Source: an optimization exercise on an open RTL-to-GDS flow (aim: small area, a short achievable clock period and few clock cycles). Production flows keep margins and buffers that such runs may drop.
Function was checked by simulation only, so behaviour that the tests miss may differ from the original.

## scr1_pipe_ialu
module scr1_pipe_ialu (
    input   logic                           clk,
    input   logic                           rst_n,
    input   logic                           exu2ialu_rvm_cmd_vd_i,
    output  logic                           ialu2exu_rvm_res_rdy_o,
    input   logic [32-1:0]          exu2ialu_main_op1_i,
    input   logic [32-1:0]          exu2ialu_main_op2_i,
    input   logic [SCR1_IALU_CMD_WIDTH_E-1:0] exu2ialu_cmd_i,
    output  logic [32-1:0]          ialu2exu_main_res_o,
    output  logic                           ialu2exu_cmp_res_o,
    input   logic [32-1:0]          exu2ialu_addr_op1_i,
    input   logic [32-1:0]          exu2ialu_addr_op2_i,
    output  logic [32-1:0]          ialu2exu_addr_res_o
);
clock: 17.0 ns
lec_check: 0
abc_area: 1
cap_margin: 20
core_margin: 2
core_utilization: 55
slew_margin: 20
standard.sh (not shown) runs the stock make flow with config.mk's settings and CLKGATE_MAP_FILE= SYNTH_SCRIPT=/design/flow/synth_recipe.tcl, a recipe that flattens the netlist after the stock synthesis.
==> flow/flow/run.sh <==
#!/bin/bash
set -euo pipefail
PORTS="BUFFER_PORTS_ARGS=-buffer_cell sky130_fd_sc_hd__buf_2"
bash standard.sh SETUP_SLACK_MARGIN=6 "$PORTS" cts > standard_flow_cts.log 2>&1
bash standard.sh SETUP_SLACK_MARGIN=0 "$PORTS" finish > standard_flow_finish.log 2>&1
The first run completed with no timing, DRC or antenna violations.
Testbench counts at the start, summed over its fixed seeds: cycles 20,636.
Change:
--- a/flow/config.mk
+++ b/flow/config.mk
@@ -11 +11 @@
-export CORE_UTILIZATION = 55
+export CORE_UTILIZATION = 62
Effect: Worst hold slack gains 8.9 ps. Fmax fell by 4.4%. Wire length rose by 1.2%. Setup slack loses 530 ps. Final area fell by 0.69%. Die area fell by 11%. Sequential share of layout area is about the same. Global-route usage rose by 7.2 points. Critical path depth rose by 4.
Change:
==> flow/flow/run.sh (replaced) <==
#!/bin/bash
set -euo pipefail
PORTS="BUFFER_PORTS_ARGS=-buffer_cell sky130_fd_sc_hd__buf_4"
bash standard.sh SETUP_SLACK_MARGIN=6.5 "$PORTS" cts > standard_flow_cts.log 2>&1
bash standard.sh SETUP_SLACK_MARGIN=0 "$PORTS" finish > standard_flow_finish.log 2>&1
--- a/flow/config.mk
+++ b/flow/config.mk
@@ -11 +11 @@
-export CORE_UTILIZATION = 62
+export CORE_UTILIZATION = 55
What happened: Core utilization came out lower by 3.9 points. Routed wire length rose by 3.7%. Global-route usage went down by 4.3 points. Area after synthesis stays the same. Die area increases by 13%. Via count drops by 1.1%. Setup slack improved by 760 ps. Sequential share of layout area falls by 0.56 points. Register-to-register slack gets better by 740 ps.


Starting RTL as in the previous note.
clock: 17.0 ns
lec_check: 0
abc_area: 1
cap_margin: 20
core_margin: 2
core_utilization: 55
slew_margin: 20
==> flow/flow/run.sh <==
#!/bin/bash
set -euo pipefail
PORTS="BUFFER_PORTS_ARGS=-buffer_cell sky130_fd_sc_hd__buf_4"
bash standard.sh SETUP_SLACK_MARGIN=6 "$PORTS" cts > standard_flow_cts.log 2>&1
bash standard.sh SETUP_SLACK_MARGIN=5 "$PORTS" finish > standard_flow_finish.log 2>&1
Testbench counts at the start, summed over its fixed seeds: cycles 20,636.
Rerun with:
==> flow/flow/run.sh (replaced) <==
#!/bin/bash
set -euo pipefail
bash standard.sh SETUP_SLACK_MARGIN=6 "BUFFER_PORTS_ARGS=-buffer_cell sky130_fd_sc_hd__buf_4" finish > standard_flow.log 2>&1
--- a/flow/config.mk
+++ b/flow/config.mk
@@ -10,3 +10,3 @@
 export CORE_MARGIN = 2
-export CORE_UTILIZATION = 55
+export CORE_UTILIZATION = 40
 export SLEW_MARGIN = 20
Global-route usage decreases by 13 points.
Count of clock-buffer cells in the layout decreases by 1.
Cell count increases by a few percent.
Design area increases by a few percent.
Die area increases by well over a third.
Rerun with:
==> flow/flow/run.sh (replaced) <==
#!/bin/bash
set -euo pipefail
bash standard.sh SETUP_SLACK_MARGIN=6 "BUFFER_PORTS_ARGS=-buffer_cell sky130_fd_sc_hd__buf_2" finish > standard_flow.log 2>&1
--- a/flow/config.mk
+++ b/flow/config.mk
@@ -10,3 +10,3 @@
 export CORE_MARGIN = 2
-export CORE_UTILIZATION = 40
+export CORE_UTILIZATION = 55
 export SLEW_MARGIN = 20
What happened:
- The changed run went through all stages and came out clean
- register-to-register slack gets better by 350 ps
- count of clock-buffer cells in the layout came out higher by 1
- cell area falls by about 4.7%
- sequential share of layout area is higher by 0.42 points
- routed wire length is lower by 8.6%
- area after synthesis stays the same

-- separate check: timing with driven ports --
The results above use ideal ports. As a check the final layouts listed here were re-extracted and re-timed, cells and wires unchanged.
Step 1 assumes that a clkbuf_16 drives the clock port and a buf_2 every other input.
Step 2 times the ports against the registers' clock, not the clock port: input delays grow and output delays shrink by t, the midpoint of the rising clock arrivals with the driver on.
Slacks: no drivers / after step 1 / after step 2; pairs: no drivers / after step 1.
run	shift t [ns]	setup WS [ns]	hold WS [ns]	clock arrival spread, ns	slew at the worst register clock pin (ns)
the first run of note 1	0.545	5.549 / 5.454 / 5.495	0.452 / 0.452 / 0.452	0.013 / 0.014	0.07 / 0.07
the second run of note 1	0.530	5.018 / 4.925 / 5.455	0.461 / 0.461 / 0.461	0.016 / 0.016	0.07 / 0.07
the third run of note 1	0.522	5.776 / 5.714 / 5.884	0.457 / 0.457 / 0.457	0.013 / 0.013	0.07 / 0.07
the first run of note 2	0.520	5.604 / 5.541 / 5.208	0.457 / 0.457 / 0.457	0.012 / 0.012	0.07 / 0.07
the second run of note 2	0.526	5.982 / 5.948 / 5.948	0.481 / 0.481 / 0.481	0.021 / 0.021	0.09 / 0.09
the third run of note 2	0.550	5.915 / 5.897 / 5.897	0.451 / 0.451 / 0.451	0.014 / 0.014	0.07 / 0.07
After both steps setup and hold are still met in every run listed. For the first run of note 2, which loses most, drivers alone change the setup slack by -0.063 ns; drivers and shift together by -0.396 ns.
